This design comes from an exercise in tuning for small area, a short achievable clock period and few clock cycles per item on the open sky130 flow, not from production work. The RTL was checked by simulation tests, not by an equivalence proof against the original design. No activity file was given, so power comes from the tool's default toggle rates.

## run A
Design SNN, start of the top module:
module SNN(
	input clk,
	input rst_n,
	input in_valid,
	input [7:0] img,
	input [7:0] ker,
	input [7:0] weight,
	output reg out_valid,
	output reg [9:0] out_data
);
localparam [6:0] IDLE = 7'd127;
localparam [6:0] LAST = 7'd79;    
reg [6:0] s;
reg vld_r;
always @(posedge clk or negedge rst_n) begin
	if (!rst_n) begin
		s <= IDLE;
		vld_r <= 1'b0;
	end else begin
		vld_r <= in_valid;
		if (s == IDLE) s <= vld_r ? 7'd1 : IDLE;
		else if (s == LAST) s <= IDLE;
		else s <= s + 7'd1;
	end
end
wire first = (s == IDLE) & vld_r;
reg [7:0] sr0, sr1, sr2, sr3, sr4, sr5, sr6, sr7, sr8, sr9, sr10, sr11, sr12;
always @(posedge clk) begin
	sr0 <= img; sr1 <= sr0; sr2 <= sr1; sr3 <= sr2; sr4 <= sr3; sr5 <= sr4;
	sr6 <= sr5; sr7 <= sr6; sr8 <= sr7; sr9 <= sr8; sr10 <= sr9; sr11 <= sr10; sr12 <= sr11;
end
reg [7:0] k0, k1, k2, k3, k4, k5, k6, k7, k8;
reg [7:0] w0, w1, w2, w3;
wire idle0 = (s == IDLE) & ~vld_r;
always @(posedge clk) begin
	if (idle0) k0 <= ker;
	if (first) k1 <= ker;
	if (s == 7'd1) k2 <= ker;
	if (s == 7'd2) k3 <= ker;
  ...
For scale: about 2800 cells after synthesis, roughly 38 I/O pins.
clock: 15.0 ns
lec_check: 0
cap_margin: 20
core_margin: 2
core_utilization: 45
cts_buf_list: sky130_fd_sc_hd__clkbuf_8 sky130_fd_sc_hd__clkbuf_16
cts_cluster_diameter: 80
cts_cluster_size: 25
slew_margin: 20
synth_hierarchical: 1
standard.sh (not shown) runs the stock make flow with config.mk's settings and CLKGATE_MAP_FILE= SYNTH_SCRIPT=/design/flow/synth_recipe.tcl, a recipe that flattens the netlist after the stock synthesis.
==> flow/flow/run.sh <==
#!/bin/bash
set -euo pipefail
export BUFFER_PORTS_ARGS="-buffer_cell sky130_fd_sc_hd__buf_4"
export SETUP_SLACK_MARGIN=10.85
export CTS_ARGS="-sink_clustering_enable -repair_clock_nets -dont_use_dummy_load -sink_clustering_size 25 -sink_clustering_max_diameter 80 -buf_list {sky130_fd_sc_hd__clkbuf_8 sky130_fd_sc_hd__clkbuf_16}"
bash standard.sh > standard_flow.log 2>&1
No stage failed in run A, and the final checks on the layout all came back clean.
Testbench counts of run A, summed over its fixed seeds: cycles 25,920, items 320.
Relative to run A, the following input files were edited for run B:
-- flow/config.mk --
<<< run A, line 8
export CAP_MARGIN = 20
export CORE_MARGIN = 2
export CORE_UTILIZATION = 45
export CTS_BUF_LIST = sky130_fd_sc_hd__clkbuf_8 sky130_fd_sc_hd__clkbuf_16
export CTS_CLUSTER_DIAMETER = 80
>>> run B, line 8
export CAP_MARGIN = 20
export CORE_MARGIN = 2
export CORE_UTILIZATION = 65
export CTS_BUF_LIST = sky130_fd_sc_hd__clkbuf_8 sky130_fd_sc_hd__clkbuf_16
export CTS_CLUSTER_DIAMETER = 80
==> notes.md <==
Run B reports its highest metal layer with signal wires as met5 while run A reports met4.
Compared with run A, run B shows a first-iteration DRC count that is 55 higher.
Per the final summary, run B finished and its layout is clean on timing, DRC and antenna.
Detailed route, run B vs run A: via total higher for run B
Run B: met1 routing resource usage after global routing is 14 points higher than what run A reported.
Clock-cell share of area was lower in run B than in run A.
From run A to run B the numbers moved as follows: antenna cell count lower, maximum frequency lower, cell count after synthesis roughly the same.
diff inputs: run B => run C
-- flow/config.mk --
<<< run B, line 8
export CAP_MARGIN = 20
export CORE_MARGIN = 2
export CORE_UTILIZATION = 65
export CTS_BUF_LIST = sky130_fd_sc_hd__clkbuf_8 sky130_fd_sc_hd__clkbuf_16
export CTS_CLUSTER_DIAMETER = 80
>>> run C, line 8
export CAP_MARGIN = 20
export CORE_MARGIN = 2
export CORE_UTILIZATION = 55
export CTS_BUF_LIST = sky130_fd_sc_hd__clkbuf_8 sky130_fd_sc_hd__clkbuf_16
export CTS_CLUSTER_DIAMETER = 80
--- outcome ---
Of run C and run B, run B shows the higher portion of total power attributed to combinational logic, with run C below it.
[run C] ratio of total power to cell area fell 3.2 nW/um^2 relative to run B
Run B has lower share of total power in the clock network than run C.

[what the ideal ports hide]
How much do the figures lean on ideal ports? The routed layouts below were timed once more, with nothing changed but the port constraints. Step 1 sets driving cells, clkbuf_16 on the clock port and buf_2 on the other inputs (assumed; they add their load-dependent delay and slew). Step 2 also shifts input and output timing later by t, the mid clock arrival at the registers, as if the neighbouring blocks saw the same clock. Three values: ideal, step 1, step 2; two values: the first two.
| run | shift t [ns] | setup WS [ns] | hold slack, ns | worst setup path after step 2 | clock arrival spread, ns |
|---|---|---|---|---|---|
| run A | 0.611 | 10.907 / 10.846 / 10.907 | 0.273 / 0.273 / 0.273 | register to register | 0.077 / 0.077 |
| run B | 0.654 | 10.878 / 10.818 / 10.888 | 0.293 / 0.293 / 0.293 | register to register | 0.066 / 0.066 |
| run C | 0.614 | 10.908 / 10.842 / 10.934 | 0.284 / 0.284 / 0.284 | register to register | 0.107 / 0.108 |
After both steps setup and hold are still met in every run listed.
